From an optimization exercise on the open Yosys and OpenROAD flow, aimed at small area; shortcuts taken in it are not production practice. At most, simulation tests tie the RTL to the original design; equivalence was not proved. No functional check of the RTL was part of runs 1, 2, 4 and 5. In every run shown here, the design's own scripts or RTL, not TritonCTS, make the clock network. The clock input has no modelled driver; a real chip could not lean on it and would need a root buffer or a full tree. Power is estimated from default activity; no workload was simulated.

==> flow/design.v <==
module Segment_Selector (
    input wire [3:0] input_bits,     
    input wire dash,                 
    output wire [6:0] segments       
    );
    localparam [15:0] SEG_A = 16'hd7ed;
    localparam [15:0] SEG_B = 16'h279f;
    localparam [15:0] SEG_C = 16'h2ffb;
    localparam [15:0] SEG_D = 16'h796d;
    localparam [15:0] SEG_E = 16'hfd45;
    localparam [15:0] SEG_F = 16'hdf71;
    localparam [15:0] SEG_G = 16'hef7c;
    wire [6:0] hex = {SEG_G[input_bits], SEG_F[input_bits], SEG_E[input_bits], SEG_D[input_bits],
                      SEG_C[input_bits], SEG_B[input_bits], SEG_A[input_bits]};
    wire [6:0] raw_logic = dash ? 7'b1000000 : hex;
    assign segments = ~raw_logic;    
endmodule
module uart_full_ssd_display (
    input clk,                   
    input rst,                   
    input wire uart_rxd,         
    output wire uart_txd,        
    output wire [6:0] segments,  
    output wire [3:0] dig_sel    
    );
    function [8:0] step9(input [8:0] s);
        step9 = {s[7:0], ~(s[8] ^ s[4])};
    endfunction
    function [15:0] step16(input [15:0] s);
        step16 = {s[14:0], ~(s[15] ^ s[14] ^ s[12] ^ s[3])};
    endfunction
    localparam [8:0]  BIT_END  = 9'b101101100;
    localparam [8:0]  BIT_HALF = 9'b001001101;
    localparam [15:0] SEL_END  = 16'b0100111011000001;
    localparam [4:0]  DONE_W   = 5'd23;
    localparam [15:0] DONE_SEL = 16'b0111000011001010;
    localparam [8:0]  CNT_ONE  = 9'b000000001;       
    localparam [8:0]  CNT_PRE  = 9'b100000000;       
    localparam [8:0]  M9  = 9'b010101010;
    localparam [15:0] M16 = 16'b0101010101010101;
    localparam P_D6    = 4'd6;
    localparam P_STOP  = 4'd8;
    localparam P_IDLE  = 4'd9;
    localparam P_START = 4'd15;
    reg        rxd_0, rxd_1;
    reg [3:0]  rp;
    reg [8:0]  rcx;
    wire [8:0] rc = rcx ^ M9;
    reg [7:0]  rd;
    wire r_half  = rc == BIT_HALF;
    wire r_end   = rc == BIT_END;
    wire r_data  = ~rp[3];
    wire r_stop  = rp == P_STOP;
    wire r_idle  = rp == P_IDLE;
    wire r_valid = r_stop & r_half;
    wire r_just  = r_idle & rc[0];           
    always @(posedge clk) begin
        if (~rst) begin
            rxd_0 <= 1'b1;
            rxd_1 <= 1'b1;
        end else begin
            rxd_0 <= uart_rxd;
            rxd_1 <= rxd_0;
        end
    end
    always @(posedge clk) begin
        if (~rst) begin
            rp <= P_IDLE;
            rcx <= M9;
        end else if (r_idle) begin
            rcx <= M9;
            if (~rxd_1) rp <= P_START;
        end else if (r_valid) begin
            rp <= P_IDLE;
            rcx <= CNT_ONE ^ M9;
        end else if (r_end) begin
            rp <= rp + 4'd1;
            rcx <= M9;
        end else begin
            rcx <= step9(rc) ^ M9;
        end
    end
    always @(posedge clk) begin
        if (r_data & r_half) rd <= {rxd_1, rd[7:1]};
    end
    reg [7:0] last_byte;
    always @(posedge clk) begin
        if (r_valid) last_byte <= rd;
    end
    reg [3:0] tp;
    reg [8:0] tcx;
    wire [8:0] tc = tcx ^ M9;
    wire t_data = ~tp[3];
    wire t_idle = tp == P_IDLE;
    wire t_stop = tp == P_STOP;
    wire t_end  = tc == BIT_END;
    always @(posedge clk) begin
        if (~rst) begin
            tp <= P_IDLE;
            tcx <= M9;
        end else if (t_idle) begin
            if (r_just) tp <= P_START;
        end else if (t_end) begin
            tp <= tp + 4'd1;
            tcx <= (t_stop ? CNT_ONE : (tp == P_D6) ? CNT_PRE : 9'd0) ^ M9;
        end else begin
            tcx <= step9(tc) ^ M9;
        end
    end
    assign uart_txd = t_data ? last_byte[tp[2:0]] : ~tp[2];
    reg [15:0] selx;
    wire [15:0] sel = selx ^ M16;
    reg [4:0]  w;          
    reg        done;       
    reg        dash;
    reg [3:0]  input_bits;
    wire wrap = sel == SEL_END;
    always @(posedge clk) begin
        if (~rst) begin
            selx <= M16;
            w    <= 5'd0;
            done <= 1'b0;
            dash <= 1'b1;
        end else begin
            selx <= (wrap ? 16'd0 : step16(sel)) ^ M16;
            if (wrap) w <= w + 5'd1;
            if (w == DONE_W && sel == DONE_SEL) done <= 1'b1;
            if (done & r_valid) dash <= 1'b0;
        end
    end
    always @(posedge clk) begin
        if (wrap)
            input_bits <= dash ? 4'd0 : (w[0] ? last_byte[7:4] : last_byte[3:0]);
    end
    wire started = done | (|w);
    assign dig_sel = {started, started, w[0], started & ~w[0]};
    Segment_Selector ssd_display (
        .input_bits(input_bits),
        .dash(dash),
        .segments(segments)
    );
endmodule
==> flow/flow/run.sh <==
#!/bin/bash
# The standard layout (standard.sh) with two changes:
# - ports are buffered with the smallest buffer, buf_1;
# - clock tree synthesis is replaced by flow/pre_cts.tcl: the clock port
#   drives CLOCK_BUF_GROUPS buffers, one per group of nearby flip-flops.
# standard.sh's full output goes to standard_flow.log; ORFS keeps each
# step's log under orfs/logs/.
set -euo pipefail
export BUFFER_PORTS_ARGS="-buffer_cell sky130_fd_sc_hd__buf_1"
export PRE_CTS_TCL="$PWD/flow/pre_cts.tcl"
export CLOCK_BUF_CELL=sky130_fd_sc_hd__clkbuf_16
export CLOCK_BUF_GROUPS=2
bash standard.sh > standard_flow.log 2>&1
==> flow/flow/pre_cts.tcl <==
# Replaces TritonCTS with a flat clock tree: the flip-flops are split into
# CLOCK_BUF_GROUPS groups of equal size by position (1; 2 = halves by x;
# 4 = halves by x, each split by y), and the clock port drives one
# CLOCK_BUF_CELL per group, placed at the group's centre, which drives the
# clock pins of that group.
rename clock_tree_synthesis __tritoncts
proc clock_tree_synthesis {args} {
  set bufcell $::env(CLOCK_BUF_CELL)
  set groups $::env(CLOCK_BUF_GROUPS)
  set dbu [[ord::get_db_block] getDbUnitsPerMicron]
  set pins {}
  foreach pin [get_pins -hierarchical */CLK] {
    set bb [[[sta::sta_to_db_pin $pin] getInst] getBBox]
    set x [expr {([$bb xMin] + [$bb xMax]) / 2.0 / $dbu}]
    set y [expr {([$bb yMin] + [$bb yMax]) / 2.0 / $dbu}]
    lappend pins [list $pin $x $y]
  }
  set byx [lsort -real -index 1 $pins]
  set half [expr {[llength $byx] / 2}]
  if {$groups == 1} {
    set parts [list $byx]
  } elseif {$groups == 2} {
    set parts [list [lrange $byx 0 [expr {$half - 1}]] [lrange $byx $half end]]
  } else {
    set parts {}
    foreach h [list [lrange $byx 0 [expr {$half - 1}]] [lrange $byx $half end]] {
      set byy [lsort -real -index 2 $h]
      set q [expr {[llength $byy] / 2}]
      lappend parts [lrange $byy 0 [expr {$q - 1}]] [lrange $byy $q end]
    }
  }
  set k 0
  foreach part $parts {
    set sx 0
    set sy 0
    set plist {}
    foreach p $part {
      lassign $p pin x y
      set sx [expr {$sx + $x}]
      set sy [expr {$sy + $y}]
      lappend plist $pin
    }
    set n [llength $plist]
    set cx [expr {$sx / $n}]
    set cy [expr {$sy / $n}]
    puts "Clock buffer $k: $bufcell at $cx $cy driving $n clock pins"
    insert_buffer -buffer_cell $bufcell -net clk -load_pins $plist -location [list $cx $cy] -buffer_name clkbuf_$k -net_name clk_$k
    incr k
  }
}
==> flow/standard.sh <==
#!/bin/bash
# synth_recipe.tcl (not shown) runs the flow's synth.tcl, then flattens the netlist and writes it again
# the make line also repeats each setting of config.mk as NAME=value (left out here)
make -C /OpenROAD-flow-scripts/flow DESIGN_CONFIG=/design/flow/config.mk WORK_HOME=/design/flow/orfs CLKGATE_MAP_FILE= SYNTH_SCRIPT=/design/flow/synth_recipe.tcl "${@:-finish}"
==> flow/config.mk <==
export PLATFORM = sky130hd
export DESIGN_NAME = uart_full_ssd_display
export DESIGN_NICKNAME = uart_full_ssd_display
export VERILOG_FILES = /design/flow/design.v
export SDC_FILE = /design/flow/constraint.sdc
export NUM_CORES = 4
export LEC_CHECK = 0
export CAP_MARGIN = 20
export CORE_MARGIN = 2
export CORE_UTILIZATION = 40
export SLEW_MARGIN = 20
==> flow/constraint.sdc <==
create_clock -name core_clock -period 20.0 [get_ports {clk}]
set_input_delay 4.0000 -clock core_clock [delete_from_list [all_inputs] [get_ports {clk}]]
set_output_delay 4.0000 -clock core_clock [all_outputs]
set_load 0.01 [all_outputs]
==> out/metrics.csv, run 1 <==
stage,metric,value,unit
critical_path,Worst setup SP type,flop,
critical_path,Crit path required time,16.00,ns
synthesis,top post-synthesis cells by area,"dfxtp_1, edfxtp_1, ha_1",
place,hpwl dp,3670,um
routing,Vias,2054,
timing,Rel. slew slack,0.450,
synthesis,Mapped Area,3070,um2
final_layout,register area,1620,um2
timing,clock skew,0.0153,ns
timing,fin crit period,5.65,ns
place,Placed Area,3180,um2
cts,CTS-repair resized insts,0,
global_route,first-pass GRT wire length,8550,um
floorplan,Die H,91.7,um
routing,final wirelength,5010,um
power,Final Power,220,uW
cts,Skew-Pair Late Insertion Delay,0.18,ns
synthesis,synth warn,1,
timing,RSZ-0062 raised after global routing,false,
synthesis,syn_area_per_cell,10.2,um2
final_layout,# fillers,692,
synthesis,Synth area leader,dfxtp_1,
place,IO Port Bufs,14,
floorplan,Die X-Extent,91.7,um
timing,crit share post-route,0.282,
power,pwr/cell area,68.1,nW/um2
final_layout,synth-to-layout area growth,5.21,%
global_route,largest net degree at the start of global routing,37,
critical_path,crit end category,output pin,
timing,Fmax,0.177,GHz
timing,fin. max-slew vios,0,
critical_path,cells along the critical path,inv_1 > ha_1 > nand3b_1 > a31o_2 > buf_1,
floorplan,Cell Rows,31,
routing,DR pass1 iterations,4,
routing,Via density,5.11,
power,Leakage,1.21,nW
cts,setup bufs post-CTS,0,
synthesis,Synth Instances,300,
final_layout,layout cell share with drive strength beyond 1,0.0462,
synthesis,Post-synth ARST share,0,
final_layout,Post-layout nets,323,
critical_path,WP buf/inv,2,
global_route,number of global-route vias before repair,1899,
timing,Setup TNS,0,ns
critical_path,CP Class,reg -> out,
power,VDD IR-drop max,45.9,uV
floorplan,starting density of the core,0.419,
routing,Routed Antenna Nets,0,
final_layout,post-route cell area,3230,um2
synthesis,Synthesized Nets,318,
floorplan,Top Ports,15,
synthesis,number of flops mapped to enable cells by yosys,20,
synthesis,area share of the leading cell type in the synthesized netlist,0.332,
timing,Fin. Hold Viols,0,
worst_hold_path,min-delay worst type,reg -> reg,
final_layout,multi-input logic area,1310,um2
final_layout,Antenna Cells,0,
synthesis,Yosys cell types,49,
flow_run,MaxCap Viol Count,0,
critical_path,"Max FO, Critical Path",5,
synthesis,Synth Flop Type,dfxtp_1,
global_route,initial antenna violation count,0,
critical_path,"CP delay by family, top",flip-flops,
routing,WL/cell,12.5,um
critical_path,Critical Path AT,1.65,ns
place,GPL Wtd Cong,0.784,
floorplan,Die ar.,8400,um2
synthesis,#FFs+latches synth,71,
cts,# hold bufs at CTS,0,
routing,DR DRC count,0,
routing,drt initial violations,66,
critical_path,CP max stage cell,edfxtp_1,
global_route,All-Layer GR Usage,0.117,
synthesis,register area share after synthesis,0.527,
timing,Worst-Margin Slew,0.824,ns
global_route,grt total ovfl,0,
critical_path,Slowest Stage Delay on Critical Path,0.44,ns
floorplan,core box area,7330,um2
timing,Setup-failing EPs final,0,
run_status,outcome,timing/DRC/antenna clean,
cts,clock-pin slew on the worst setup and hold paths,0.12,ns
state kept, by name (all words and copies together) (netlist names):
signal and count:
w 5, selx 16, rp 4, input_bits 4, rcx 9, rxd_1 1
rd 8, tcx 9, tp 4, rxd_0 1, last_byte 8, done 1
dash 1
path summary, 6_finish.rpt:
kind,startpoint,end,slack (ns),cells after the start
worst max-delay path,input_bits[0],segments[3],14.35,5
worst min-delay path,selx[5],selx[6],0.39,1
worst max register to register,tp[1],tp[0],17.86,6
worst min register to register,selx[5],selx[6],0.39,1
cell families after synthesis:
family | count (synthesis) | share of synthesized area
and+or+nand+nor | 118 | 0.206
AOI/OAI and AO/OA | 47 | 0.101
xor gates and xnor gates | 6 | 0.0171
buffers and inverters | 33 | 0.0464
DFF | 71 | 0.527
adders and majority gates | 15 | 0.0611
muxes | 10 | 0.0411
report_power, final:
part / internal [mW] / switching, mW / leakage (nW) / total (mW)
sequential: 0.151 / 0.00348 / 0.585 / 0.154
clock: 0.0188 / 0.0337 / 0.0246 / 0.0525
combinational: 0.00551 / 0.00796 / 0.598 / 0.0135
total: 0.175 / 0.0452 / 1.21 / 0.220
worst reg2reg max path, stage by stage (launching register included):
cell     delay [ns]
dfxtp_1        0.51
inv_1          0.13
ha_1           0.20
and3b_1        0.31
nor4_4         0.48
xnor2_1        0.11
or3_1          0.30
stage by stage:
step	setup WS, ns	hold WS [ns]	instances	utilization
global placement	14.34	0.366	399	0.434
global route	14.20	0.411	402	0.441
finish	14.35	0.387	402	0.441
detailed placement	14.30	0.366	400	0.434
CTS	14.29	0.365	402	0.441
floorplan	14.76	0.353	300	-
cell usage after synthesis (4+ instances only):
master and instances:
a211oi_1 5, nor3_1 5, edfxtp_1 20, o21ai_0 10, nand4b_1 5, nand2b_1 8
dfxtp_1 51, a31oi_1 6, or3_1 5, a211o_1 4, nand2_1 32, a21oi_1 10
nand3_1 4, ha_1 15, mux2i_1 7, nor2_1 31, clkbuf_1 10, nand3b_1 7
inv_1 19
metal layers:
metal,up-vias,wire (um),GRT usage
met5,-,0,0
met4,0,42,0.00884
met3,4,166,0.00822
met2,31,2400,0.212
met1,967,2410,0.161
li1,1052,-,-
area by class of cell, clock buffers not listed:
type / instances / share of cell area
multi-input cells: 196 / 0.405
inverters: 19 / 0.0221
well taps: 99 / 0.0383
flip-flops and latches: 71 / 0.501
repair buffers: 15 / 0.0178
layout by cell type, fill, tap and decap left out, types with 6 or more instances in the layout:
cell type,netlist,final
a21oi_1,10,10
a31oi_1,6,6
buf_1,0,14
dfxtp_1,51,51
edfxtp_1,20,20
ha_1,15,15
inv_1,19,19
mux2i_1,7,7
nand2_1,32,32
nand2b_1,8,8
nand3b_1,7,7
nor2_1,31,31
o21ai_0,10,10
==> run 2, diff against run 1 <==
==> flow/flow/run.sh (replaced) <==
#!/bin/bash
# The standard layout (standard.sh, standard synthesis included) with
# three changes, made through ORFS's own hooks and variables:
# - ports are buffered with the smallest buffer, buf_1 (BUFFER_PORTS_ARGS);
# - clock tree synthesis is replaced by flow/pre_cts.tcl: the clock port
#   drives four clkbuf_8, each driving a quarter of the flip-flops;
# - after clock tree synthesis, flow/post_cts.tcl swaps logic cells for the
#   smallest drive strength of the same function and repairs slew and load.
# standard.sh's full output goes to standard_flow.log; ORFS writes each
# step's log under orfs/logs/.
set -euo pipefail
export BUFFER_PORTS_ARGS="-buffer_cell sky130_fd_sc_hd__buf_1"
export PRE_CTS_TCL="$PWD/flow/pre_cts.tcl"
export POST_CTS_TCL="$PWD/flow/post_cts.tcl"
export CLOCK_BUF_CELL=sky130_fd_sc_hd__clkbuf_8
export CLOCK_BUF_GROUPS=4
bash standard.sh > standard_flow.log 2>&1
==> flow/flow/post_cts.tcl (new file) <==
# After clock tree synthesis: swap every logic cell for the smallest cell of
# the same function (same name but the drive-strength suffix), then repair any
# max-slew or max-capacitance violation this causes.  Clock buffers and
# flip-flops are left alone.
proc downsize_logic {} {
  set db [ord::get_db]
  set dont_use $::env(DONT_USE_CELLS)
  set n 0
  set saved 0.0
  foreach inst [[ord::get_db_block] getInsts] {
    set master [$inst getMaster]
    set name [$master getName]
    if {![regexp {^(sky130_fd_sc_hd__[a-z0-9]+)_([0-9]+)$} $name -> base size]} { continue }
    if {[regexp {clkbuf|clkinv|clkdly|df|tap|fill|decap|conb|probe} $base]} { continue }
    if {[$inst isFixed]} { continue }
    set area [expr {[$master getWidth] * [$master getHeight]}]
    set best $name
    set best_area $area
    foreach s {0 1 2 3 4 6 8 12 16} {
      set cand ${base}_$s
      if {[lsearch -exact $dont_use $cand] >= 0} { continue }
      set cm [$db findMaster $cand]
      if {$cm eq "NULL" || $cm eq ""} { continue }
      set ca [expr {[$cm getWidth] * [$cm getHeight]}]
      if {$ca < $best_area} {
        set best $cand
        set best_area $ca
      }
    }
    if {$best ne $name} {
      replace_cell [$inst getName] $best
      incr n
      set saved [expr {$saved + ($area - $best_area) / 1e6}]
    }
  }
  puts "Downsized $n cells, saving $saved um2"
}
downsize_logic
estimate_parasitics -placement
repair_design
==> run 2 against run 1 <==
  * Worst hold slack got worse by 0.0040 ns
  * Synthesized cell count stayed put
  * Sequential share of layout area grew 0.25 points
  * Critical path depth stayed put
  * Core utilization shrank 0.22 points
  * Register-to-register slack lost 0.35 ns
  * Power fell by 0.22%
  * Flip-flop and latch count unchanged
  * Sequential power hardly changed
  * Wire length up 0.62%
  * First-iteration DRC count up 36%
  * Global-route usage increased by 0.068 points
==> out/metrics.csv, run 2 <==
stage,metric,value,unit,change
synthesis,area share of the leading cell type in the synthesized netlist,0.332,,unchanged
cts,Skew-Pair Late Insertion Delay,0.16,ns,was 0.18 ns
synthesis,most frequent cells after synthesis,"dfxtp_1, nand2_1, nor2_1, edfxtp_1, inv_1",,unchanged
floorplan,Die X-Extent,91.7,um,unchanged
power,Seq pwr share,0.701,,was 0.700
critical_path,Worst setup SP type,flop,,unchanged
floorplan,Die H,91.7,um,unchanged
critical_path,crit end category,output pin,,unchanged
synthesis,number of flops mapped to enable cells by yosys,20,,unchanged
critical_path,worst r2r src,tp[1],,unchanged
power,cell-internal power,175,uW,about the same
critical_path,CP Class,reg -> out,,unchanged
timing,Worst-Margin Slew,0.910,ns,was 0.824 ns
power,Comb pwr share,0.059,,was 0.061
global_route,All-Layer GR Usage,0.118,,was 0.117
synthesis,syn_area_per_cell,10.2,um2,unchanged
global_route,largest net degree at the start of global routing,21,,was 37
synthesis,Synth Flop Type,dfxtp_1,,unchanged
global_route,number of global-route vias before repair,1922,,"was 1,899"
synthesis,Simple-Gate Fraction of Synth Area,0.206,,unchanged
critical_path,"Max FO, Critical Path",5,,unchanged
floorplan,Die ar.,8400,um2,unchanged
worst_hold_path,min-delay worst type,reg -> reg,,unchanged
global_route,met3 Use GR,0.00657,,was 0.00822
critical_path,R2R Setup Slk,17.51,ns,was 17.86 ns
floorplan,Cell Rows,31,,unchanged
final_layout,# fillers,701,,was 692
power,switch share,0.205,,about the same
final_layout,post-layout util,0.439,,was 0.441
critical_path,CP max stage cell,edfxtp_1,,unchanged
routing,final wirelength,5040,um,was 5010 um
routing,Routed Antenna Nets,0,,unchanged
global_route,met1 Usage GRT,0.163,,was 0.161
routing,Via density,5.09,,was 5.11
global_route,initial antenna violation count,0,,unchanged
synthesis,mux contribution to synthesized area,0.0411,,unchanged
timing,RSZ-0062 raised after global routing,false,,unchanged
place,Placed Area,3180,um2,unchanged
timing,Setup TNS,0,ns,unchanged
worst_hold_path,hold depth,1,,unchanged
synthesis,top post-synthesis cells by area,"dfxtp_1, edfxtp_1, ha_1",,unchanged
run_status,outcome,timing/DRC/antenna clean,,unchanged
routing,DR DRC count,0,,unchanged
final_layout,Non-Filler Instances,404,,was 402
power,Leakage,1.19,nW,was 1.21 nW
final_layout,Antenna Cells,0,,unchanged
routing,drt initial violations,90,,was 66
final_layout,post-route cell area,3220,um2,was 3230 um2
cts,clock-pin slew on the worst setup and hold paths,0.10,ns,was 0.12 ns
synthesis,Synth Area in Compound Gates,0.101,,unchanged
power,pwr/cell area,68.3,nW/um2,was 68.1 nW/um2
timing,fin. max-slew vios,0,,unchanged
final_layout,layout cell share with drive strength beyond 1,0.0393,,was 0.0462
power,P_sw,45.0,uW,was 45.2 uW
global_route,gr busiest metal,met2,,unchanged
timing,Fin. Hold Viols,0,,unchanged
final_layout,max reg flops,16,,unchanged
synthesis,#FFs+latches synth,71,,unchanged
critical_path,Crit path required time,16.00,ns,about the same
power,Clock power frac,0.239,,was 0.238
final_layout,largest reg by FF count,selx,,unchanged
final_layout,Post-layout nets,325,,was 323
critical_path,cells along the critical path,inv_1 > ha_1 > nand3b_1 > a31o_2 > buf_1,,unchanged
floorplan,core box area,7330,um2,unchanged
synthesis,synth warn,1,,unchanged
floorplan,starting density of the core,0.419,,unchanged
floorplan,Top Ports,15,,unchanged
worst_hold_path,Hold EP,selx[6],,unchanged
synthesis,Synth Instances,300,,unchanged
worst_hold_path,Hold Crit Start,selx[5],,unchanged
routing,DR pass1 iterations,4,,unchanged
place,hpwl dp,3670,um,unchanged
synthesis,most common cell in the netlist,dfxtp_1,,unchanged
synthesis,Post-synth ARST share,0,,unchanged
place,IO Port Bufs,14,,unchanged
flow_run,MaxCap Viol Count,0,,unchanged
critical_path,Slowest Stage Delay on Critical Path,0.43,ns,was 0.44 ns
synthesis,Mapped Area,3070,um2,unchanged
synthesis,Synth area leader,dfxtp_1,,unchanged
synthesis,register area share after synthesis,0.527,,unchanged
synthesis,Synthesized Nets,318,,unchanged
timing,clock skew,0.00935,ns,was 0.0153 ns
timing,Setup-failing EPs final,0,,unchanged
timing,fin crit period,5.62,ns,was 5.65 ns
power,Final Power,220,uW,about the same
critical_path,FF-to-FF End,tp[0],,unchanged
global_route,met2 usage,0.210,,was 0.212
final_layout,"commonest cells after routing, fill and taps aside","dfxtp_1, nand2_1, nor2_1",,unchanged
global_route,grt total ovfl,0,,unchanged
synthesis,largest family of logic cells by synthesized area,simple AND/OR/NAND/NOR gates,,unchanged
synthesis,Yosys cell types,49,,unchanged
power,VDD IR-drop max,38.6,uV,was 45.9 uV
critical_path,R2R cell count,6,,unchanged
routing,Vias,2058,,"was 2,054"
synthesis,xor and xnor area share after synthesis,0.0171,,unchanged
place,GPL Wtd Cong,0.784,,unchanged
final_layout,Regs by FF count,"selx (16), rcx (9), tcx (9)",,unchanged
critical_path,Critical Path AT,1.62,ns,was 1.65 ns
final_layout,"most common cell after layout, fill and taps aside",dfxtp_1,,unchanged
routing,WL/cell,12.5,um,about the same
global_route,first-pass GRT wire length,8580,um,was 8550 um
timing,Rel. slew slack,0.388,,was 0.450
synthesis,Post-Synth Adder-Cell Area,0.0611,,unchanged
timing,Fmax,0.178,GHz,was 0.177 GHz
final_layout,synth-to-layout area growth,4.68,%,was 5.21%
timing,crit share post-route,0.281,,was 0.282
place,# placed instances,400,,unchanged
[run 2: cell count changes in the layout (fill, tap and decap cells not counted), sizes merged]
cell / change
clkbuf: +2
[run 2: worst max-delay path: cells and delay by family (launching register included)]
| family | cells | cell delay [ns] |
|---|---|---|
| AOI/OAI and AO/OA | 1 | 0.25 |
| adders and majority gates | 1 | 0.37 |
| buffers and inverters | 2 | 0.23 |
| DFF | 1 | 0.43 |
| and+or+nand+nor | 1 | 0.18 |
[run 2: logic make-up (layout without fill, tap and decap cells)]
group,after synthesis,count (layout)
simple gates,118,118
flops,71,71
compound gates,47,47
buf+inv,33,38
fa+ha+maj,15,15
mux,10,10
xor+xnor,6,6
[run 2: layout make-up, clock buffers not listed]
class                           count  area (um2)  area share
Tap cell                           99         124      0.0385
Timing Repair Buffer               15        56.3      0.0175
Sequential cell                    71        1620       0.504
Inverter                           19        71.3      0.0222
Multi-Input combinational cell    196        1290       0.401
[run 2: power groups by stage]
stage	combinational [mW]	clock, mW	sequential [mW]
6_report	0.0131	0.0526	0.154
5_1_grt	0.0149	0.0596	0.155
3_5_place_dp	0.0134	0	0.157
3_3_place_gp	0.0133	0	0.157
2_1_floorplan	0.0116	0	0.156
[run 2: routing by layer]
layer | vias to the layer above | routed length (um)
li1 | 1058 | -
met1 | 974 | 2490
met2 | 22 | 2360
met4 | 0 | 47
met3 | 4 | 152
met5 | - | 0
[run 2: worst max path at each step]
stage,endpoint,cells past startpoint,from
6_report,segments[3],5,input_bits[0]
3_5_place_dp,tp[0],3,rst
3_3_place_gp,tp[0],3,rst
2_1_floorplan,segments[3],4,input_bits[0]
5_1_grt,segments[0],7,input_bits[1]
[run 2: through the flow]
| step | worst slack [ns] | hold slack, ns |
|---|---|---|
| 2_1_floorplan | 14.76 | 0.353 |
| 3_3_place_gp | 14.34 | 0.366 |
| 3_5_place_dp | 14.30 | 0.366 |
| 5_1_grt | 14.23 | 0.407 |
| 6_report | 14.38 | 0.383 |
==> run 3, diff against run 2 <==
--- a/flow/design.v
+++ b/flow/design.v
@@ -11,6 +11,13 @@
     localparam [15:0] SEG_F = 16'hdf71;
     localparam [15:0] SEG_G = 16'hef7c;
-    wire [6:0] hex = {SEG_G[input_bits], SEG_F[input_bits], SEG_E[input_bits], SEG_D[input_bits],
-                      SEG_C[input_bits], SEG_B[input_bits], SEG_A[input_bits]};
+    wire [15:0] digit;
+    genvar d;
+    generate
+        for (d = 0; d < 16; d = d + 1) begin : dec
+            assign digit[d] = input_bits == d;
+        end
+    endgenerate
+    wire [6:0] hex = {|(digit & SEG_G), |(digit & SEG_F), |(digit & SEG_E), |(digit & SEG_D),
+                      |(digit & SEG_C), |(digit & SEG_B), |(digit & SEG_A)};
     wire [6:0] raw_logic = dash ? 7'b1000000 : hex;
     assign segments = ~raw_logic;    
==> run 3 against run 2 <==
  * Power about the same
  * Fmax decreased by 1.2%
  * Still clean
  * Die area decreased by 0.50%
  * First-iteration DRC count decreased by 26%
  * Flip-flop and latch count unchanged
  * Largest cell class unchanged
  * Worst hold slack improved by 0.017 ns
  * Worst setup slack got worse by 0.067 ns
  * Highest routed layer unchanged
  * Via count decreased by 3.5%
  * Core utilization decreased by 0.38 points
  * Wire length decreased by 3.6%
  * Synthesized cell count decreased by 2.7%
==> out/metrics.csv, run 3 <==
stage,metric,value,unit,change
timing,Setup TNS,0,ns,unchanged
routing,Vias,1985,,"was 2,058"
place,hpwl dp,3430,um,was 3670 um
synthesis,area share of the leading cell type in the synthesized netlist,0.334,,was 0.332
final_layout,Regs by FF count,"selx (16), rcx (9), tcx (9)",,unchanged
floorplan,core box area,7330,um2,unchanged
final_layout,Post-layout nets,312,,was 325
final_layout,synth-to-layout area growth,4.34,%,was 4.68%
synthesis,Synth Flop Type,dfxtp_1,,unchanged
global_route,first-pass GRT wire length,8070,um,was 8580 um
critical_path,worst r2r src,rp[0],,was tp[1]
floorplan,Die H,91.4,um,was 91.7 um
synthesis,Synth Instances,292,,was 300
synthesis,register area share after synthesis,0.530,,was 0.527
global_route,grt total ovfl,0,,unchanged
floorplan,starting density of the core,0.417,,was 0.419
critical_path,R2R Setup Slk,18.07,ns,was 17.51 ns
synthesis,Synthesized Nets,305,,was 318
power,Seq pwr share,0.702,,was 0.701
final_layout,layout cell share with drive strength beyond 1,0.0438,,was 0.0393
synthesis,synth warn,1,,unchanged
timing,Fin. Hold Viols,0,,unchanged
power,Clock power frac,0.238,,was 0.239
timing,fin. max-slew vios,0,,unchanged
place,GPL Wtd Cong,0.765,,was 0.784
final_layout,largest reg by FF count,selx,,unchanged
timing,clock skew,0.0111,ns,was 0.00935 ns
global_route,largest net degree at the start of global routing,26,,was 21
flow_run,MaxCap Viol Count,0,,unchanged
power,VDD IR-drop max,25.5,uV,was 38.6 uV
worst_hold_path,Hold EP,selx[8],,was selx[6]
floorplan,Top Ports,15,,unchanged
critical_path,"Max FO, Critical Path",14,,was 5
floorplan,Die X-Extent,91.4,um,was 91.7 um
cts,Skew-Pair Late Insertion Delay,0.16,ns,about the same
routing,drt initial violations,67,,was 90
synthesis,#FFs+latches synth,71,,unchanged
critical_path,crit end category,output pin,,unchanged
timing,fin crit period,5.68,ns,was 5.62 ns
final_layout,Antenna Cells,0,,unchanged
synthesis,most common cell in the netlist,dfxtp_1,,unchanged
worst_hold_path,hold depth,1,,unchanged
synthesis,top post-synthesis cells by area,"dfxtp_1, edfxtp_1, nand2_1",,"was dfxtp_1, edfxtp_1, ha_1"
timing,Setup-failing EPs final,0,,unchanged
global_route,All-Layer GR Usage,0.111,,was 0.118
timing,RSZ-0062 raised after global routing,false,,unchanged
power,cell-internal power,175,uW,about the same
power,Leakage,1.16,nW,was 1.19 nW
power,Comb pwr share,0.060,,was 0.059
worst_hold_path,min-delay worst type,reg -> reg,,unchanged
critical_path,R2R cell count,7,,was 6
routing,WL/cell,12.3,um,was 12.5 um
critical_path,Worst setup SP type,flop,,unchanged
final_layout,"most common cell after layout, fill and taps aside",dfxtp_1,,unchanged
global_route,initial antenna violation count,0,,unchanged
place,Placed Area,3170,um2,was 3180 um2
global_route,number of global-route vias before repair,1763,,"was 1,922"
run_status,outcome,timing/DRC/antenna clean,,unchanged
synthesis,most frequent cells after synthesis,"dfxtp_1, nand2_1, nor2_1, edfxtp_1, inv_1",,unchanged
final_layout,max reg flops,16,,unchanged
critical_path,Critical Path AT,1.68,ns,was 1.62 ns
synthesis,Yosys cell types,56,,was 49
timing,Fmax,0.176,GHz,was 0.178 GHz
power,P_sw,44.8,uW,was 45.0 uW
routing,DR pass1 iterations,4,,unchanged
synthesis,Synth area leader,dfxtp_1,,unchanged
final_layout,# fillers,718,,was 701
synthesis,Post-synth ARST share,0,,unchanged
timing,setup ws final,14.32,ns,was 14.38 ns
worst_hold_path,Hold Crit Start,selx[7],,was selx[5]
routing,Routed Antenna Nets,0,,unchanged
synthesis,Mapped Area,3060,um2,was 3070 um2
routing,DR DRC count,0,,unchanged
timing,crit share post-route,0.284,,was 0.281
timing,Rel. slew slack,0.595,,was 0.388
cts,clock-pin slew on the worst setup and hold paths,0.10,ns,about the same
critical_path,FF-to-FF End,dash,,was tp[0]
critical_path,Crit path required time,16.00,ns,about the same
power,pwr/cell area,68.8,nW/um2,was 68.3 nW/um2
place,# placed instances,392,,was 400
power,switch share,0.204,,was 0.205
timing,Worst-Margin Slew,0.604,ns,was 0.910 ns
floorplan,Die ar.,8360,um2,was 8400 um2
critical_path,CP Class,reg -> out,,unchanged
final_layout,"commonest cells after routing, fill and taps aside","dfxtp_1, nand2_1, nor2_1",,unchanged
final_layout,post-route cell area,3190,um2,was 3220 um2
place,dpl ws,14.52,ns,was 14.30 ns
floorplan,Cell Rows,31,,unchanged
place,IO Port Bufs,14,,unchanged
synthesis,number of flops mapped to enable cells by yosys,20,,unchanged
routing,final wirelength,4860,um,was 5040 um
synthesis,syn_area_per_cell,10.5,um2,was 10.2 um2
routing,Via density,5.01,,was 5.09
final_layout,Non-Filler Instances,396,,was 404
timing,worst hold slack,0.399,ns,was 0.383 ns
==> run 3: final cells by class, clock buffers not listed <==
cell class	count	area (um2)	area share
multi-input combinational	193	1280	0.401
sequential	71	1620	0.508
tap	99	124	0.0388
inverter	13	48.8	0.0153
timing repair buffer	16	61.3	0.0192
==> run 3: how the worst max path moves through the flow <==
| stage | from | cells after the start | end | slack [ns] |
|---|---|---|---|---|
| final | input_bits[0] | 3 | segments[6] | 14.32 |
| after global routing | input_bits[0] | 3 | segments[6] | 14.23 |
| after detailed placement | input_bits[0] | 3 | segments[6] | 14.52 |
| after global placement | input_bits[0] | 3 | segments[6] | 14.53 |
| after floorplan | input_bits[1] | 3 | segments[6] | 14.58 |
==> run 3: per-layer routing <==
layer | GRT usage | vias up | share of wire
met5 | 0 | - | 0
met4 | 0.0177 | 0 | 0.018
met3 | 0.00830 | 7 | 0.026
met2 | 0.184 | 18 | 0.44
met1 | 0.161 | 917 | 0.52
li1 | - | 1043 | -
==> run 3: critical path, stage by stage (launching register included) <==
cell      delay (ns)
edfxtp_1        0.57
or3b_2          0.51
a311oi_1        0.26
buf_1           0.18
==> run 3: cells by family (layout without fill, tap and decap cells) <==
family          count (synthesis)  after routing  synth area share
xor+xnor                        9              9            0.0258
fa+ha+maj                      10             10            0.0409
flops                          71             71             0.530
buf+inv                        28             33            0.0442
mux                            10             10            0.0409
simple gates                  121            121             0.223
compound gates                 43             43            0.0945
==> run 3: power by group through the flow <==
stage | Clock (mW) | Combinational [mW] | Sequential [mW]
detailed placement | 0 | 0.0134 | 0.157
global placement | 0 | 0.0133 | 0.157
finish | 0.0522 | 0.0132 | 0.154
floorplan | 0 | 0.0110 | 0.157
global route | 0.0596 | 0.0153 | 0.155
==> run 3: through the flow <==
stage	power, mW	utilization
final	0.220	0.435
after global routing	0.230	0.435
after detailed placement	0.171	0.432
after global placement	0.171	0.432
after floorplan	0.168	-
==> run 4, diff against run 3 <==
==> flow/design.v (replaced) <==
module Segment_Selector (
    input wire [3:0] input_bits,     
    input wire dash,                 
    output wire [6:0] segments       
    );
    localparam [15:0] SEG_A = 16'hd7ed;
    localparam [15:0] SEG_B = 16'h279f;
    localparam [15:0] SEG_C = 16'h2ffb;
    localparam [15:0] SEG_D = 16'h796d;
    localparam [15:0] SEG_E = 16'hfd45;
    localparam [15:0] SEG_F = 16'hdf71;
    localparam [15:0] SEG_G = 16'hef7c;
    wire [6:0] hex = {SEG_G[input_bits], SEG_F[input_bits], SEG_E[input_bits], SEG_D[input_bits],
                      SEG_C[input_bits], SEG_B[input_bits], SEG_A[input_bits]};
    wire [6:0] raw_logic = dash ? 7'b1000000 : hex;
    assign segments = ~raw_logic;    
endmodule
module uart_full_ssd_display (
    input clk,                   
    input rst,                   
    input wire uart_rxd,         
    output wire uart_txd,        
    output wire [6:0] segments,  
    output wire [3:0] dig_sel    
    );
    function [8:0] rx_step(input [8:0] s);
        rx_step = {s[7:0], ~(s[8] ^ s[4])};
    endfunction
    function [8:0] tx_step(input [8:0] s);
        tx_step = {s[7:0], ~(s[8] ^ s[4])};
    endfunction
    function [15:0] sel_step(input [15:0] s);
        sel_step = {s[14:0], ~(s[15] ^ s[11] ^ s[2] ^ s[0])};
    endfunction
    localparam [8:0]  RX_SEED  = 9'b000000000;
    localparam [8:0]  RX_HALF  = 9'b001001101;
    localparam [8:0]  RX_END   = 9'b101101100;
    localparam [8:0]  TX_SEED  = 9'b000000000;
    localparam [8:0]  TX_ONE   = 9'b000000001;
    localparam [8:0]  TX_END   = 9'b101101100;
    localparam [15:0] SEL_SEED = 16'b1001111100110101;
    localparam [15:0] SEL_END  = 16'b1111100111111111;
    localparam [4:0]  DONE_W   = 5'd23;
    localparam [15:0] DONE_SEL = 16'b1111100111111110;
    localparam [8:0]  TX_PRE   = 9'b100000000;       
    localparam [8:0]  M9  = 9'b010101010;
    localparam [15:0] M16 = 16'b0101010101010101;
    localparam P_D6    = 4'd6;
    localparam P_STOP  = 4'd8;
    localparam P_IDLE  = 4'd9;
    localparam P_JUST  = 4'd11;
    localparam P_START = 4'd15;
    reg        rxd_0, rxd_1;
    reg [3:0]  rp;
    reg [8:0]  rcx;
    wire [8:0] rc = rcx ^ M9;
    reg [7:0]  rd;
    wire r_hi    = rc[8:1] == RX_HALF[8:1];
    wire r_half  = (RX_HALF[8:1] == RX_END[8:1]) ? r_hi & (rc[0] == RX_HALF[0]) : rc == RX_HALF;
    wire r_end   = (RX_HALF[8:1] == RX_END[8:1]) ? r_hi & (rc[0] == RX_END[0])  : rc == RX_END;
    wire r_data  = ~rp[3];
    wire r_stop  = rp == P_STOP;
    wire r_idle  = rp[3] & ~rp[2] & rp[0];   
    wire r_just  = r_idle & rp[1];           
    wire r_valid = r_stop & r_half;
    always @(posedge clk) begin
        if (~rst) begin
            rxd_0 <= 1'b1;
            rxd_1 <= 1'b1;
        end else begin
            rxd_0 <= uart_rxd;
            rxd_1 <= rxd_0;
        end
    end
    always @(posedge clk) begin
        if (~rst) begin
            rp  <= P_IDLE;
            rcx <= RX_SEED ^ M9;
        end else if (r_idle) begin
            rcx <= RX_SEED ^ M9;
            rp  <= rxd_1 ? P_IDLE : P_START;
        end else if (r_valid) begin
            rp  <= P_JUST;
            rcx <= RX_SEED ^ M9;
        end else if (r_end) begin
            rp  <= rp + 4'd1;
            rcx <= RX_SEED ^ M9;
        end else begin
            rcx <= rx_step(rc) ^ M9;
        end
    end
    always @(posedge clk) begin
        if (r_data & r_half) rd <= {rxd_1, rd[7:1]};
    end
    reg [7:0] last_byte;
    always @(posedge clk) begin
        if (r_valid) last_byte <= rd;
    end
    reg [3:0] tp;
    reg [8:0] tcx;
    wire [8:0] tc = tcx ^ M9;
    wire t_data = ~tp[3];
    wire t_idle = tp == P_IDLE;
    wire t_stop = tp == P_STOP;
    wire t_end  = tc == TX_END;
    always @(posedge clk) begin
        if (~rst) begin
            tp  <= P_IDLE;
            tcx <= TX_SEED ^ M9;
        end else if (t_idle) begin
            if (r_just) tp <= P_START;
        end else if (t_end) begin
            tp  <= tp + 4'd1;
            tcx <= (t_stop ? TX_ONE : (tp == P_D6) ? TX_PRE : TX_SEED) ^ M9;
        end else begin
            tcx <= tx_step(tc) ^ M9;
        end
    end
    assign uart_txd = t_data ? last_byte[tp[2:0]] : ~tp[2];
    reg [15:0] selx;
    wire [15:0] sel = selx ^ M16;
    reg [4:0]  w;          
    reg        done;       
    reg        dash;
    reg [3:0]  input_bits;
    wire s_hi     = sel[15:1] == SEL_END[15:1];
    wire wrap     = (SEL_END[15:1] == DONE_SEL[15:1]) ? s_hi & (sel[0] == SEL_END[0])  : sel == SEL_END;
    wire done_sel = (SEL_END[15:1] == DONE_SEL[15:1]) ? s_hi & (sel[0] == DONE_SEL[0]) : sel == DONE_SEL;
    always @(posedge clk) begin
        if (~rst) begin
            selx <= SEL_SEED ^ M16;
            w    <= 5'd0;
            done <= 1'b0;
            dash <= 1'b1;
        end else begin
            selx <= (wrap ? SEL_SEED : sel_step(sel)) ^ M16;
            if (wrap) w <= w + 5'd1;
            if (w == DONE_W && done_sel) done <= 1'b1;
            if (done & r_valid) dash <= 1'b0;
        end
    end
    always @(posedge clk) begin
        if (wrap)
            input_bits <= dash ? 4'd0 : (w[0] ? last_byte[7:4] : last_byte[3:0]);
    end
    wire started = done | (|w);
    assign dig_sel = {started, started, w[0], started & ~w[0]};
    Segment_Selector ssd_display (
        .input_bits(input_bits),
        .dash(dash),
        .segments(segments)
    );
endmodule
==> run 4 against run 3 <==
  * Clock power is 2% higher
  * Worst hold slack worse by 0.014 ns
  * Sequential share of layout area is 0.65 points lower
  * Core utilization is 0.56 points higher
  * Synthesized cell count is 1.0% higher
  * Wire length is 5.2% higher
  * Via count is 1.4% higher
  * Critical path depth is 4 higher
  * Die area is 0.15% higher
  * Worst setup slack worse by 0.12 ns
  * Register-to-register slack worse by 0.33 ns
  * Fmax is 2.1% lower
  * Critical endpoint is now segments[3]
==> out/metrics.csv, run 4 <==
stage,metric,value,unit,change
critical_path,Worst setup SP type,flop,,unchanged
floorplan,Cell Rows,31,,unchanged
synthesis,synth warn,1,,unchanged
timing,RSZ-0062 raised after global routing,false,,unchanged
synthesis,most frequent cells after synthesis,"dfxtp_1, nand2_1, nor2_1, edfxtp_1, inv_1",,unchanged
routing,final wirelength,5110,um,was 4860 um
synthesis,#FFs+latches synth,71,,unchanged
final_layout,max reg flops,16,,unchanged
critical_path,crit end category,output pin,,unchanged
global_route,grt total ovfl,0,,unchanged
critical_path,Critical Path AT,1.80,ns,was 1.68 ns
synthesis,register area share after synthesis,0.529,,was 0.530
global_route,initial antenna violation count,0,,unchanged
timing,Worst-Margin Slew,0.919,ns,was 0.604 ns
synthesis,Synth Instances,295,,was 292
critical_path,R2R Setup Slk,17.74,ns,was 18.07 ns
critical_path,FF-to-FF End,tp[3],,was dash
synthesis,Post-Synth Adder-Cell Area,0.0531,,was 0.0409
final_layout,"commonest cells after routing, fill and taps aside","dfxtp_1, nand2_1, nor2_1",,unchanged
critical_path,CP max stage cell,edfxtp_1,,unchanged
floorplan,Die H,91.5,um,was 91.4 um
timing,Setup TNS,0,ns,unchanged
cts,clock-pin slew on the worst setup and hold paths,0.10,ns,about the same
critical_path,R2R cell count,6,,was 7
routing,WL/cell,12.8,um,was 12.3 um
routing,Via density,5.05,,was 5.01
worst_hold_path,min-delay worst type,reg -> reg,,unchanged
routing,drt initial violations,95,,was 67
routing,DR pass1 iterations,4,,unchanged
synthesis,Simple-Gate Fraction of Synth Area,0.219,,was 0.223
synthesis,number of flops mapped to enable cells by yosys,20,,unchanged
routing,Routed Antenna Nets,0,,unchanged
synthesis,mux contribution to synthesized area,0.0408,,was 0.0409
critical_path,"Max FO, Critical Path",5,,was 14
timing,crit share post-route,0.290,,was 0.284
worst_hold_path,hold depth,1,,unchanged
synthesis,top post-synthesis cells by area,"dfxtp_1, edfxtp_1, ha_1",,"was dfxtp_1, edfxtp_1, nand2_1"
power,VDD IR-drop max,26.8,uV,was 25.5 uV
final_layout,# fillers,696,,was 718
synthesis,xor and xnor area share after synthesis,0.0200,,was 0.0258
synthesis,Post-synth ARST share,0,,unchanged
cts,Skew-Pair Late Insertion Delay,0.16,ns,about the same
synthesis,area share of the leading cell type in the synthesized netlist,0.333,,was 0.334
synthesis,Yosys cell types,50,,was 56
routing,DR DRC count,0,,unchanged
timing,Fmax,0.172,GHz,was 0.176 GHz
power,Final Power,220,uW,about the same
floorplan,core box area,7330,um2,unchanged
timing,fin crit period,5.80,ns,was 5.68 ns
final_layout,Antenna Cells,0,,unchanged
critical_path,worst r2r src,tp[1],,was rp[0]
timing,fin. max-slew vios,0,,unchanged
power,pwr/cell area,68.0,nW/um2,was 68.8 nW/um2
global_route,largest net degree at the start of global routing,37,,was 26
synthesis,Synth area leader,dfxtp_1,,unchanged
timing,Rel. slew slack,0.379,,was 0.595
final_layout,synth-to-layout area growth,5.51,%,was 4.34%
floorplan,Die X-Extent,91.5,um,was 91.4 um
place,GPL Wtd Cong,0.847,,was 0.765
critical_path,Crit path required time,16.00,ns,about the same
place,IO Port Bufs,14,,unchanged
final_layout,"most common cell after layout, fill and taps aside",dfxtp_1,,unchanged
global_route,All-Layer GR Usage,0.124,,was 0.111
synthesis,Mapped Area,3060,um2,about the same
worst_hold_path,Hold EP,rcx[3],,was selx[8]
final_layout,register area,1620,um2,unchanged
timing,Setup-failing EPs final,0,,unchanged
final_layout,layout cell share with drive strength beyond 1,0.0433,,was 0.0438
timing,clock skew,0.0101,ns,was 0.0111 ns
timing,Fin. Hold Viols,0,,unchanged
global_route,number of global-route vias before repair,1960,,"was 1,763"
final_layout,Regs by FF count,"selx (16), rcx (9), tcx (9)",,unchanged
worst_hold_path,Hold Crit Start,rcx[2],,was selx[7]
final_layout,post-layout util,0.441,,was 0.435
synthesis,largest family of logic cells by synthesized area,simple AND/OR/NAND/NOR gates,,unchanged
critical_path,cells along the critical path,inv_1 > ha_1 > nand2b_1 > a21oi_1 > a211oi_1 > or2_2 > buf_1,,was or3b_2 > a311oi_1 > buf_1
flow_run,MaxCap Viol Count,0,,unchanged
synthesis,Synth Area in Compound Gates,0.0984,,was 0.0945
routing,Vias,2013,,"was 1,985"
power,Leakage,1.19,nW,was 1.16 nW
final_layout,Post-layout nets,318,,was 312
synthesis,Synth Flop Type,dfxtp_1,,unchanged
critical_path,Slowest Stage Delay on Critical Path,0.43,ns,was 0.57 ns
run_status,outcome,timing/DRC/antenna clean,,unchanged
final_layout,largest reg by FF count,selx,,unchanged
critical_path,CP Class,reg -> out,,unchanged
floorplan,Die ar.,8370,um2,was 8360 um2
floorplan,Top Ports,15,,unchanged
synthesis,most common cell in the netlist,dfxtp_1,,unchanged
final_layout,multi-input logic area,1320,um2,was 1280 um2
place,hpwl dp,3660,um,was 3430 um
global_route,first-pass GRT wire length,8990,um,was 8070 um
synthesis,Synthesized Nets,311,,was 305
synthesis,syn_area_per_cell,10.4,um2,was 10.5 um2
floorplan,starting density of the core,0.418,,was 0.417
run 4: layout make-up, clock buffers not listed:
class | count | area share
inverter | 15 | 0.0174
timing repair buffer | 15 | 0.0178
tap | 99 | 0.0383
multi-input combinational | 195 | 0.408
sequential | 71 | 0.502
run 4: kinds of logic (layout without fill, tap and decap cells):
kind of cell	Yosys count	in the layout
simple gates	122	122
flops	71	71
compound gates	43	43
buf+inv	29	34
fa+ha+maj	13	13
mux	10	10
xor+xnor	7	7
run 4: where the power goes:
part	switching (mW)	internal [mW]
clock	0.0349	0.0186
sequential	0.00398	0.152
combinational	0.00572	0.00511
total	0.0446	0.175
run 4: worst max-delay path by stage:
stage / start / endpoint / slack (ns) / cells past startpoint
global placement: input_bits[0] / segments[3] / 14.45 / 7
global route: input_bits[0] / segments[3] / 14.06 / 7
detailed placement: input_bits[0] / segments[3] / 14.40 / 7
finish: input_bits[0] / segments[3] / 14.20 / 7
floorplan: input_bits[0] / segments[3] / 14.59 / 6
run 4: routing by layer:
metal	global-route usage	up-vias	share of wire
met5	0	-	0
met4	0.0101	0	0.0092
met3	0.0108	5	0.029
met2	0.219	24	0.47
met1	0.171	938	0.50
li1	-	1046	-
run 4: per-stage QoR:
stage / hold WS (ns) / area, um2 / worst slack [ns] / instances
2_1_floorplan: 0.353 / 3060 / 14.59 / 295
3_3_place_gp: 0.359 / 3180 / 14.45 / 395
3_5_place_dp: 0.365 / 3180 / 14.40 / 395
5_1_grt: 0.406 / 3230 / 14.06 / 399
6_report: 0.386 / 3230 / 14.20 / 399
run 4: critical path: cells and delay by family, from the launching register on:
kind / cells / cell delay (ns)
flops: 1 / 0.43
simple gates: 2 / 0.43
buf+inv: 2 / 0.23
fa+ha+maj: 1 / 0.35
compound gates: 2 / 0.22
==> run 5, diff against run 4 <==
--- a/flow/design.v
+++ b/flow/design.v
@@ -25,5 +25,5 @@
     );
     function [8:0] rx_step(input [8:0] s);
-        rx_step = {s[7:0], ~(s[8] ^ s[4])};
+        rx_step = {s[7:0], ~(s[8] ^ s[3])};
     endfunction
     function [8:0] tx_step(input [8:0] s);
@@ -33,7 +33,7 @@
         sel_step = {s[14:0], ~(s[15] ^ s[11] ^ s[2] ^ s[0])};
     endfunction
-    localparam [8:0]  RX_SEED  = 9'b000000000;
-    localparam [8:0]  RX_HALF  = 9'b001001101;
-    localparam [8:0]  RX_END   = 9'b101101100;
+    localparam [8:0]  RX_SEED  = 9'b000111000;
+    localparam [8:0]  RX_HALF  = 9'b011100010;
+    localparam [8:0]  RX_END   = 9'b011000010;
     localparam [8:0]  TX_SEED  = 9'b000000000;
     localparam [8:0]  TX_ONE   = 9'b000000001;
==> run 5 against run 4 <==
  * Fmax about the same
  * Register-to-register slack worse by 0.19 ns
  * Combinational power shrank 5%
  * Design area down 1.2%
  * Clock skew down 0.0022 ns
  * Sequential share of layout area rose by 0.59 points
  * Worst hold slack barely moved
  * Flip-flop and latch count did not move
  * Critical path depth shrank 2
  * Die area is 0.35% lower
  * Cell count stayed put
  * Clock power is 2% lower
  * Largest cell class unchanged
==> out/metrics.csv, run 5 <==
stage,metric,value,unit,change
synthesis,Mapped Area,3050,um2,was 3060 um2
cts,Skew-Pair Late Insertion Delay,0.16,ns,about the same
place,IO Port Bufs,14,,unchanged
worst_hold_path,Hold EP,selx[15],,was rcx[3]
final_layout,synth-to-layout area growth,4.67,%,was 5.51%
timing,fin crit period,5.80,ns,about the same
floorplan,Top Ports,15,,unchanged
synthesis,most frequent cells after synthesis,"dfxtp_1, nor2_1, nand2_1, edfxtp_1, inv_1",,"was dfxtp_1, nand2_1, nor2_1, edfxtp_1, inv_1"
critical_path,FF-to-FF End,tp[2],,was tp[3]
synthesis,Synth Instances,295,,unchanged
routing,WL/cell,12.4,um,was 12.8 um
timing,Fmax,0.172,GHz,about the same
synthesis,area share of the leading cell type in the synthesized netlist,0.335,,was 0.333
floorplan,core box area,7330,um2,unchanged
synthesis,Synth area leader,dfxtp_1,,unchanged
worst_hold_path,min-delay worst type,reg -> reg,,unchanged
synthesis,Synth Flop Type,dfxtp_1,,unchanged
power,switch share,0.200,,was 0.203
synthesis,Synthesized Nets,311,,unchanged
place,GPL Wtd Cong,0.756,,was 0.847
final_layout,max reg flops,16,,unchanged
synthesis,Yosys cell types,56,,was 50
synthesis,most common cell in the netlist,dfxtp_1,,unchanged
critical_path,crit end category,flop,,was output pin
place,# placed instances,395,,unchanged
global_route,grt total ovfl,0,,unchanged
synthesis,Synth Area in Compound Gates,0.120,,was 0.0984
power,Final Power,218,uW,was 220 uW
final_layout,layout cell share with drive strength beyond 1,0.0300,,was 0.0433
final_layout,Non-Filler Instances,399,,unchanged
routing,DR DRC count,0,,unchanged
power,Seq pwr share,0.713,,was 0.707
global_route,All-Layer GR Usage,0.118,,was 0.124
critical_path,Crit path required time,20.05,ns,was 16.00 ns
timing,Setup-failing EPs final,0,,unchanged
synthesis,#FFs+latches synth,71,,unchanged
routing,drt initial violations,62,,was 95
global_route,largest net degree at the start of global routing,23,,was 37
global_route,initial antenna violation count,0,,unchanged
critical_path,R2R Setup Slk,17.55,ns,was 17.74 ns
power,cell-internal power,174,uW,was 175 uW
synthesis,Post-Synth Adder-Cell Area,0.0533,,was 0.0531
synthesis,number of flops mapped to enable cells by yosys,20,,unchanged
timing,clock skew,0.00798,ns,was 0.0101 ns
floorplan,starting density of the core,0.416,,was 0.418
synthesis,register area share after synthesis,0.531,,was 0.529
synthesis,synth warn,1,,unchanged
routing,DR pass1 iterations,4,,unchanged
cts,clock-pin slew on the worst setup and hold paths,0.10,ns,about the same
timing,crit share post-route,0.290,,about the same
power,Leakage,1.15,nW,was 1.19 nW
timing,RSZ-0062 raised after global routing,false,,unchanged
critical_path,R2R cell count,6,,unchanged
power,Comb pwr share,0.047,,was 0.049
synthesis,mux contribution to synthesized area,0.0414,,was 0.0408
power,VDD IR-drop max,30.4,uV,was 26.8 uV
timing,worst hold slack,0.386,ns,about the same
timing,Worst-Margin Slew,0.921,ns,was 0.919 ns
routing,Vias,2057,,"was 2,013"
routing,Via density,5.16,,was 5.05
timing,Fin. Hold Viols,0,,unchanged
critical_path,"Max FO, Critical Path",22,,was 5
floorplan,Die X-Extent,91.3,um,was 91.5 um
critical_path,Critical Path AT,5.85,ns,was 1.80 ns
timing,fin. max-slew vios,0,,unchanged
final_layout,"most common cell after layout, fill and taps aside",dfxtp_1,,unchanged
final_layout,# fillers,717,,was 696
final_layout,Antenna Cells,0,,unchanged
routing,Routed Antenna Nets,0,,unchanged
routing,final wirelength,4940,um,was 5110 um
global_route,first-pass GRT wire length,8650,um,was 8990 um
power,Clock power frac,0.240,,was 0.244
floorplan,Die H,91.3,um,was 91.5 um
floorplan,Cell Rows,31,,unchanged
synthesis,syn_area_per_cell,10.3,um2,was 10.4 um2
final_layout,largest reg by FF count,selx,,unchanged
final_layout,Post-layout nets,318,,unchanged
place,hpwl dp,3530,um,was 3660 um
synthesis,xor and xnor area share after synthesis,0.0144,,was 0.0200
synthesis,Simple-Gate Fraction of Synth Area,0.198,,was 0.219
global_route,number of global-route vias before repair,1951,,"was 1,960"
synthesis,Post-synth ARST share,0,,unchanged
worst_hold_path,hold depth,1,,unchanged
final_layout,Regs by FF count,"selx (16), rcx (9), tcx (9)",,unchanged
synthesis,largest family of logic cells by synthesized area,simple AND/OR/NAND/NOR gates,,unchanged
timing,Setup TNS,0,ns,unchanged
critical_path,CP Class,in -> reg,,was reg -> out
power,P_sw,43.7,uW,was 44.6 uW
critical_path,worst r2r src,tp[1],,unchanged
power,pwr/cell area,68.2,nW/um2,was 68.0 nW/um2
run_status,outcome,timing/DRC/antenna clean,,unchanged
flow_run,MaxCap Viol Count,0,,unchanged
floorplan,Die ar.,8340,um2,was 8370 um2
final_layout,"commonest cells after routing, fill and taps aside","dfxtp_1, nor2_1, nand2_1",,"was dfxtp_1, nand2_1, nor2_1"
timing,Rel. slew slack,0.386,,was 0.379
synthesis,top post-synthesis cells by area,"dfxtp_1, edfxtp_1, ha_1",,unchanged
critical_path,Worst setup SP type,input pin,,was flop
worst_hold_path,Hold Crit Start,selx[14],,was rcx[2]
==> run 5: power groups by stage <==
stage	Clock (mW)	Sequential (mW)	Combinational [mW]
floorplan	0	0.156	0.0104
global placement	0	0.159	0.0106
detailed placement	0	0.159	0.0108
global route	0.0603	0.156	0.0121
finish	0.0523	0.155	0.0103
==> run 5: logic make-up after synthesis <==
| family | count (synthesis) |
|---|---|
| XOR/XNOR | 5 |
| AO/OA/AOI/OAI | 52 |
| flip-flops | 71 |
| multiplexers | 10 |
| buffers and inverters | 31 |
| adder cells (fa/ha/maj) | 13 |
| AND/OR/NAND/NOR | 113 |
==> run 5: layout make-up, clock buffers not listed <==
class                      instances  area [um2]  area share
inverter                          16        60.1      0.0188
multi-input combinational        193        1270       0.399
sequential                        71        1620       0.508
tap                               99         124      0.0388
timing repair buffer              16        60.1      0.0188
==> run 5: per-stage QoR <==
step,utilization,instance area [um2],worst slack [ns]
floorplan,-,3050,14.67
global placement,0.434,3180,14.59
detailed placement,0.434,3180,14.55
global route,0.436,3190,13.90
finish,0.436,3190,14.20
==> run 5: how the worst max path moves through the flow <==
stage,start,to,slack (ns)
2_1_floorplan,tp[0],uart_txd,14.67
6_report,rst,selx[5],14.20
5_1_grt,rst,selx[6],13.90
3_3_place_gp,input_bits[0],segments[3],14.59
3_5_place_dp,input_bits[0],segments[3],14.55
==> run 5: per-layer routing <==
metal	part of all wire	vias to the layer above	global-route usage
li1	-	1062	-
met4	0.011	0	0.0114
met1	0.51	956	0.169
met3	0.044	5	0.0124
met2	0.44	34	0.200
met5	0	-	0
==> run 5: critical path, stage by stage <==
cell	delay, ns
buf_1	0.06
buf_1	0.69
inv_1	0.50
a21oi_1	0.49
nand2_1	0.10
==> run 6, diff against run 5 <==
--- a/flow/design.v
+++ b/flow/design.v
@@ -11,6 +11,13 @@
     localparam [15:0] SEG_F = 16'hdf71;
     localparam [15:0] SEG_G = 16'hef7c;
-    wire [6:0] hex = {SEG_G[input_bits], SEG_F[input_bits], SEG_E[input_bits], SEG_D[input_bits],
-                      SEG_C[input_bits], SEG_B[input_bits], SEG_A[input_bits]};
+    wire [15:0] digit;
+    genvar d;
+    generate
+        for (d = 0; d < 16; d = d + 1) begin : dec
+            assign digit[d] = input_bits == d;
+        end
+    endgenerate
+    wire [6:0] hex = {|(digit & SEG_G), |(digit & SEG_F), |(digit & SEG_E), |(digit & SEG_D),
+                      |(digit & SEG_C), |(digit & SEG_B), |(digit & SEG_A)};
     wire [6:0] raw_logic = dash ? 7'b1000000 : hex;
     assign segments = ~raw_logic;    
--- a/flow/config.mk
+++ b/flow/config.mk
@@ -6,4 +6,5 @@
 export NUM_CORES = 4
 export LEC_CHECK = 0
+export ABC_AREA = 1
 export CAP_MARGIN = 20
 export CORE_MARGIN = 2
==> run 6 against run 5 <==
  * Global-route usage is 0.88 points higher
  * Register-to-register slack improved by 0.51 ns
  * Critical path type is now reg -> out
  * Core utilization fell by 1.8 points
  * Power increased by 58%
  * First-iteration DRC count rose by 44%
  * Critical path depth rose by 3
  * Highest routed layer unchanged
  * Fmax is 6.0% higher
  * Still clean
  * Combinational power grew to 11 times the previous value
==> out/metrics.csv, run 6 <==
stage,metric,value,unit,change
final_layout,"commonest cells after routing, fill and taps aside","nand2_1, nor2_1, dfxtp_1",,"was dfxtp_1, nor2_1, nand2_1"
critical_path,CP max stage cell,edfxtp_1,,was buf_1
synthesis,most common cell in the netlist,nand2_1,,was dfxtp_1
synthesis,Post-synth ARST share,0,,unchanged
worst_hold_path,Hold Crit Start,selx[14],,unchanged
floorplan,Top Ports,15,,unchanged
final_layout,Post-layout nets,388,,was 318
global_route,grt total ovfl,0,,unchanged
synthesis,register area share after synthesis,0.516,,was 0.531
synthesis,top post-synthesis cells by area,"dfxtp_1, edfxtp_1, nand2_1",,"was dfxtp_1, edfxtp_1, ha_1"
critical_path,worst r2r src,tp[1],,unchanged
timing,Rel. slew slack,0.581,,was 0.386
synthesis,number of flops mapped to enable cells by yosys,20,,unchanged
cts,Skew-Pair Late Insertion Delay,0.16,ns,about the same
routing,Vias,2278,,"was 2,057"
routing,WL/cell,11.4,um,was 12.4 um
final_layout,synth-to-layout area growth,2.19,%,was 4.67%
place,IO Port Bufs,14,,unchanged
place,dpl ws,14.70,ns,was 14.55 ns
critical_path,WP buf/inv,3,,unchanged
global_route,initial antenna violation count,0,,unchanged
floorplan,core box area,7690,um2,was 7330 um2
floorplan,Die H,92.7,um,was 91.3 um
floorplan,Cell Rows,32,,was 31
critical_path,cells along the critical path,inv_1 > nand2_1 > a21oi_1 > inv_1 > a21oi_1 > nand3b_1 > nand2_1 > buf_1,,was buf_1 > buf_1 > inv_1 > a21oi_1 > nand2_1
routing,DRT met1 WL,2740,um,was 2500 um
routing,top layer in use,met4,,unchanged
routing,DR pass1 iterations,4,,unchanged
worst_hold_path,min-delay worst type,reg -> reg,,unchanged
critical_path,R2R Setup Slk,18.06,ns,was 17.55 ns
synthesis,Synth Instances,364,,was 295
final_layout,Regs by FF count,"selx (16), rcx (9), tcx (9)",,unchanged
critical_path,"CP delay by family, top",flip-flops,,was buffers and inverters
final_layout,"most common cell after layout, fill and taps aside",nand2_1,,was dfxtp_1
timing,clock skew,0.00865,ns,was 0.00798 ns
timing,setup ws final,14.53,ns,was 14.20 ns
timing,Setup TNS,0,ns,unchanged
synthesis,Synth area leader,dfxtp_1,,unchanged
routing,DR DRC count,0,,unchanged
timing,Fin. Hold Viols,0,,unchanged
synthesis,#FFs+latches synth,71,,unchanged
critical_path,Crit path required time,16.00,ns,was 20.05 ns
global_route,first-pass GRT wire length,9270,um,was 8650 um
place,Placed Area,3280,um2,was 3180 um2
final_layout,Antenna Cells,0,,unchanged
timing,fin. max-slew vios,0,,unchanged
global_route,number of global-route vias before repair,2055,,"was 1,951"
synthesis,syn_area_per_cell,8.64,um2,was 10.3 um2
power,Leakage,1.35,nW,was 1.15 nW
final_layout,max reg flops,16,,unchanged
critical_path,FF-to-FF End,tp[1],,was tp[2]
routing,met2 wire length,2470,um,was 2170 um
power,VDD IR-drop max,47.5,uV,was 30.4 uV
worst_hold_path,hold depth,1,,unchanged
floorplan,starting density of the core,0.409,,was 0.416
final_layout,post-route cell area,3210,um2,was 3190 um2
floorplan,Die ar.,8590,um2,was 8340 um2
flow_run,MaxCap Viol Count,0,,unchanged
timing,Fmax,0.183,GHz,was 0.172 GHz
final_layout,largest reg by FF count,selx,,unchanged
routing,Routed Antenna Nets,0,,unchanged
power,pwr/cell area,107,nW/um2,was 68.2 nW/um2
critical_path,CP Class,reg -> out,,was in -> reg
timing,Worst-Margin Slew,0.627,ns,was 0.921 ns
timing,Setup-failing EPs final,0,,unchanged
synthesis,Synthesized Nets,375,,was 311
timing,RSZ-0062 raised after global routing,false,,unchanged
routing,final wirelength,5430,um,was 4940 um
cts,clock-pin slew on the worst setup and hold paths,0.10,ns,about the same
floorplan,Die X-Extent,92.7,um,was 91.3 um
critical_path,Worst setup SP type,flop,,was input pin
synthesis,Yosys cell types,42,,was 56
final_layout,layout cell share with drive strength beyond 1,0.0373,,was 0.0300
routing,Via density,4.78,,was 5.16
place,GPL Wtd Cong,0.888,,was 0.756
critical_path,"Max FO, Critical Path",5,,was 22
synthesis,area share of the leading cell type in the synthesized netlist,0.325,,was 0.335
synthesis,Synth Flop Type,dfxtp_1,,unchanged
critical_path,crit end category,output pin,,was flop
synthesis,Mapped Area,3140,um2,was 3050 um2
critical_path,Slowest Stage Delay on Critical Path,0.42,ns,was 0.69 ns
critical_path,R2R cell count,7,,was 6
routing,drt initial violations,89,,was 62
run_status,outcome,timing/DRC/antenna clean,,unchanged
global_route,All-Layer GR Usage,0.127,,was 0.118
worst_hold_path,Hold EP,selx[15],,unchanged
timing,worst hold slack,0.396,ns,was 0.386 ns
timing,fin crit period,5.47,ns,was 5.80 ns
routing,DR WL met3,149,um,was 218 um
global_route,largest net degree at the start of global routing,20,,was 23
synthesis,most frequent cells after synthesis,"nand2_1, nor2_1, dfxtp_1, inv_1, nand3_1",,"was dfxtp_1, nor2_1, nand2_1, edfxtp_1, inv_1"
critical_path,Critical Path AT,1.47,ns,was 5.85 ns
timing,crit share post-route,0.274,,was 0.290
synthesis,synth warn,1,,unchanged
place,hpwl dp,4010,um,was 3530 um
-- run 6: changes by cell type in the layout (fill, tap and decap cells not counted), sizes merged, moves of 14 or more --
cell	delta
nor2	+28
inv	+31
o21ai	+14
nand2	+43
nand3	+18
-- run 6: how the worst max path moves through the flow --
stage,from,to,cells past startpoint
floorplan,input_bits[2],segments[6],5
finish,input_bits[1],segments[4],8
global route,input_bits[2],segments[4],8
detailed placement,rst,rcx[0],5
global placement,rst,rxd_0,3
-- run 6: cells by family after synthesis --
family / after synthesis / synth area share
DFF: 71 / 0.516
and+or+nand+nor: 167 / 0.252
xor gates and xnor gates: 10 / 0.0279
AOI/OAI and AO/OA: 52 / 0.0967
adders and majority gates: 8 / 0.0318
buffers and inverters: 56 / 0.0760
-- run 6: final cells by class, clock buffers not listed --
class	instances	area, um2
Timing Repair Buffer	14	52.6
Multi-Input combinational cell	237	1170
Tap cell	102	128
Sequential cell	71	1620
Fill cell	795	4470
Inverter	49	190
-- run 6: routing by layer --
layer / vias up / GRT usage
met5: - / 0
met4: 0 / 0.0159
met3: 8 / 0.0106
met2: 36 / 0.220
met1: 1040 / 0.178
li1: 1194 / -
-- run 6: per-stage QoR --
stage / util / instances / power, mW
floorplan: - / 364 / 0.299
global placement: 0.426 / 473 / 0.317
detailed placement: 0.426 / 473 / 0.318
global route: 0.418 / 477 / 0.372
finish: 0.418 / 477 / 0.344
-- run 6: worst register-to-register path, delay by kind of cell, from the launching register on --
kind	cells	cell delay (ns)
adders and majority gates	1	0.20
buffers and inverters	1	0.14
AOI/OAI and AO/OA	1	0.08
and+or+nand+nor	4	0.99
DFF	1	0.47
-- run 6: power breakdown --
| part | switching (mW) | internal, mW | leakage [nW] | total [mW] |
|---|---|---|---|---|
| combinational | 0.0728 | 0.0387 | 0.729 | 0.111 |
| clock | 0.0343 | 0.0186 | 0.0288 | 0.0530 |
| sequential | 0.0156 | 0.164 | 0.590 | 0.180 |
| total | 0.123 | 0.222 | 1.35 | 0.344 |

==> re-timing with driven ports <==
How much do the figures lean on ideal ports? The routed layouts below were timed once more, with nothing changed but the port constraints. Step 1 (the two cells are an assumption about what drives the block):
set clk [get_ports {clk}]
set_driving_cell -lib_cell sky130_fd_sc_hd__clkbuf_16 $clk
set_driving_cell -lib_cell sky130_fd_sc_hd__buf_2 [delete_from_list [all_inputs] $clk]
Step 2 adds t to the input delays and takes it off the output delays; t is the mean of the earliest and latest rising clock arrival at the registers after step 1. Input paths then give back, and output paths get back, about the clock's delay inside the block. a / b / c = ideal ports / drivers / drivers and shift; a / b = the first two.
| run | t (ns) | setup WS [ns] | clock arrival spread, ns | worst data-port slew with drivers (ns) | pins driven straight from the clock port |
|---|---|---|---|---|---|
| run 1 | 0.223 | 14.351 / 14.303 / 14.295 | 0.015 / 0.016 | 0.03 | 2 |
| run 2 | 0.217 | 14.383 / 14.325 / 14.288 | 0.011 / 0.011 | 0.03 | 4 |
| run 3 | 0.213 | 14.316 / 14.259 / 14.472 | 0.011 / 0.012 | 0.03 | 4 |
| run 4 | 0.217 | 14.197 / 14.138 / 14.355 | 0.010 / 0.010 | 0.03 | 4 |
| run 5 | 0.215 | 14.198 / 14.235 / 14.019 | 0.008 / 0.009 | 0.03 | 4 |
| run 6 | 0.220 | 14.526 / 14.466 / 14.626 | 0.012 / 0.011 | 0.03 | 4 |
After both steps setup and hold are still met in every run listed. The setup slack of run 5, which loses most, moves by +0.037 ns with the drivers and by -0.179 ns with both steps.
